Source: an optimization exercise on an open RTL-to-GDS flow (aim: small area, a short achievable clock period and few clock cycles). Production flows keep margins and buffers that such runs may drop.

## conv
module conv #(parameter AW = 5, parameter DB = 10) (
  input         clk,
  input         rst_n,
  input  [7:0]  ifmap_data,
  output        ifmap_rdy,
  input         ifmap_vld,
  input  [7:0]  weight_data,
  output        weight_rdy,
  input         weight_vld,
  output [31:0] ofmap_data,
  input         ofmap_rdy,
  output        ofmap_vld,
  input  [15:0] config_data,
  output        config_rdy,
  input         config_vld
);
  integer i;
  genvar g, h;
  reg        cfg_rdy_r;
  reg        cfg_v;
  reg [5:0]  cfg_a;
  reg [7:0]  cfg_d;
  reg        st_r;       
  reg [4:0]  c_zm1;      
  reg [3:0]  c_pm1;      
  reg [3:0]  c_oxm1;     
  reg [1:0]  c_fxm1;     
  reg [1:0]  c_fym1;     
  reg [1:0]  c_s;        
  reg [4:0]  c_ix;       
  reg [4:0]  c_iy;       
  reg [3:0]  c_ic1m1;    
  reg [7:0]  c_oc1m1;    
  assign config_rdy = cfg_rdy_r;
  always @(posedge clk) begin
    if (!rst_n) begin
      cfg_rdy_r <= 1'b1;
      cfg_v     <= 1'b0;
      st_r      <= 1'b0;
    end else begin
      cfg_v <= config_vld & cfg_rdy_r;
      st_r  <= cfg_v && (cfg_a == 6'd34);
      if (cfg_v && cfg_a == 6'd34) cfg_rdy_r <= 1'b0;
    end
    cfg_a <= config_data[13:8];
    cfg_d <= config_data[7:0];
    if (cfg_v) begin
      case (cfg_a)
        6'd2:  c_zm1   <= cfg_d[4:0];
        6'd4:  c_pm1   <= cfg_d[3:0];
        6'd6:  c_oxm1  <= cfg_d[3:0] - 4'd1;
        6'd10: c_fxm1  <= cfg_d[1:0] - 2'd1;
        6'd12: c_fym1  <= cfg_d[1:0] - 2'd1;
        6'd14: c_s     <= cfg_d[1:0];
        6'd16: c_ix    <= cfg_d[4:0];
        6'd18: c_iy    <= cfg_d[4:0];
        6'd20: c_ic1m1 <= cfg_d[3:0] - 4'd1;
        6'd22: c_oc1m1 <= cfg_d - 8'd1;
        default: ;
      endcase
    end
  end
  reg [4:0] d_rowstep;   
  reg [4:0] d_stepfy;    
  reg [4:0] d_stepic;    
  reg [5:0] d_z;         
  reg [3:0] d_pm2, d_oxm2;
  reg [7:0] d_oc1m2;
  reg       d_ox1, d_fx1, d_fy1, d_ic11, d_oc11;
  reg [7:0] d_ins;       
  wire [4:0] dx   = c_ix - {1'b0, c_oxm1};
  wire [4:0] dyf  = c_iy - {3'b0, c_fym1};
  wire [4:0] ixdy = c_ix * dyf;
  always @(posedge clk) begin
    d_rowstep <= (c_s == 2'd2) ? {dx[3:0], 1'b0} :
  ...
Size in the first run: roughly 10000 cells after synthesis, about 74 I/O pins, about 170000 µm² of cells after synthesis.
export LEC_CHECK = 0
export CAP_MARGIN = 20
export CORE_MARGIN = 2
export CORE_UTILIZATION = 65
export CTS_CLUSTER_DIAMETER = 80
export CTS_CLUSTER_SIZE = 20
export PLACE_DENSITY = 0.8
export SLEW_MARGIN = 20
create_clock -name core_clock -period 16.0 [get_ports {clk}]
standard.sh (not shown) runs the stock make flow with config.mk's settings and CLKGATE_MAP_FILE= SYNTH_SCRIPT=/design/flow/synth_recipe.tcl, a recipe that flattens the netlist after the stock synthesis.
==> flow/flow/run.sh <==
#!/bin/bash
# Layout flow: the standard synthesis and ORFS layout, with the post-placement
# timing repair (repair_timing) asked to leave a larger setup margin, so that it
# keeps optimising paths well below the 16 ns clock. The SDC and the clock period
# are the design's own; only the optimisation target of the repair changes.
set -euo pipefail
MARGIN=${MARGIN:-11.5}
# 1. Standard synthesis, unchanged.
bash standard.sh synth > synth.log 2>&1
# 2. Floorplan to final layout with the same ORFS make command, plus the margin.
MAKECMD=$(grep '^make ' standard.sh | sed 's/"\${@:-finish}"//')
eval "$MAKECMD SETUP_SLACK_MARGIN=$MARGIN SKIP_GATE_CLONING=1 finish" > layout.log 2>&1
# 3. Write out/final.def (targets are up to date, so make does nothing here).
bash standard.sh finish > def.log 2>&1
Next try:
--- a/flow/design.v
+++ b/flow/design.v
@@ -754,42 +754,42 @@
     end
   endgenerate
   always @(posedge clk) begin
     if (t2_v) begin
       for (i = 1; i < 15; i = i + 1) ch[i] <= ch[i+1];
       ch[15] <= acc_n;
     end
     if (!rst_n)    ch[0] <= 88'd0;
     else if (t2_v) ch[0] <= t2_zero ? 88'd0 : ch[1];
   end
   reg [87:0] db [0:DB-1];
   reg [21:0] o_r;        
-  reg        o_s;        
+  reg [21:0] o_p;        
   reg        ov;
   reg        navnz;      
   reg        dwr;        
   wire       alloc = issue & lb & rl;
   wire [87:0] dpix = db[rp];
   wire [21:0] dval = dpix[dq*22 +: 22];
   wire       otake = navnz & (~ov | ofmap_rdy);
   assign pdone = otake & (dq == 2'd3);
   wire [4:0] nal_a = nal + {4'd0, alloc};
   wire [4:0] nav_a = nav + {4'd0, dwr};
   wire [4:0] nal_d = nal_a - 5'd1;
   wire [4:0] nav_d = nav_a - 5'd1;
   wire [3:0] rp_i  = (rp == DB - 1) ? 4'd0 : rp + 4'd1;
   always @(posedge clk) begin
     if (dwr) db[wp] <= ch[15];
     if (otake) o_r <= dval;
-    o_s <= otake ? dval[21] : o_r[21];
+    o_p <= otake ? dval : o_r;
     if (!rst_n) begin
       dwr   <= 1'b0;
       wp    <= 4'd0;
       rp    <= 4'd0;
       dq    <= 2'd0;
       nal   <= 5'd0;
       nav   <= 5'd0;
       navnz <= 1'b0;
       ov    <= 1'b0;
     end else begin
       dwr <= t2_v & t2_final & t2_real;
       if (dwr) wp <= (wp == DB - 1) ? 4'd0 : wp + 4'd1;
@@ -797,14 +797,14 @@
       nal   <= pdone ? nal_d : nal_a;
       nav   <= pdone ? nav_d : nav_a;
       navnz <= pdone ? (nav_d != 5'd0) : (nav_a != 5'd0);
       if (otake) begin
         ov <= 1'b1;
         dq <= dq + 2'd1;
       end else if (ofmap_rdy) begin
         ov <= 1'b0;
       end
     end
   end
   assign ofmap_vld  = ov;
-  assign ofmap_data = {{10{o_s}}, o_r};
+  assign ofmap_data = {{10{o_p[21]}}, o_p};
 endmodule
After rerunning: The new run completed with no timing, DRC or antenna violations; worst setup slack loses 0.16 ns; routed wire length went down by 6.3%; register-to-register slack improves by 0.10 ns; flip-flop and latch count goes down by 1; final area stays flat; area after synthesis barely changes; die area stays flat; core utilization goes down by 0.17 points; clock-buffer cell count went down by 20; critical path depth is higher by 2.
Function was not checked in any run of this note: the RTL went through the layout flow alone.

what the ideal ports hide:
No port has a modelled driver above. Below, the same layouts with a new extraction and two added sets of constraints.
Step 1 sets driving cells, clkbuf_16 on the clock port and buf_2 on the other inputs (assumed; they add their load-dependent delay and slew).
Step 2 adds t to the input delays and takes it off the output delays; t is the mean of the earliest and latest rising clock arrival at the registers after step 1. Input paths then give back, and output paths get back, about the clock's delay inside the block.
Slacks: ideal ports / drivers / drivers and shift; pairs: ideal ports / drivers.
run | t (ns) | setup WS [ns] | hold WS [ns]
the first run | 1.027 | 11.144 / 11.033 / 10.603 | 0.339 / 0.339 / 0.339
the second run | 1.033 | 10.985 / 10.886 / 10.588 | 0.321 / 0.321 / 0.321
After both steps setup and hold are still met in every run listed. For the first run, which loses most, drivers alone change the setup slack by -0.111 ns; drivers and shift together by -0.541 ns.
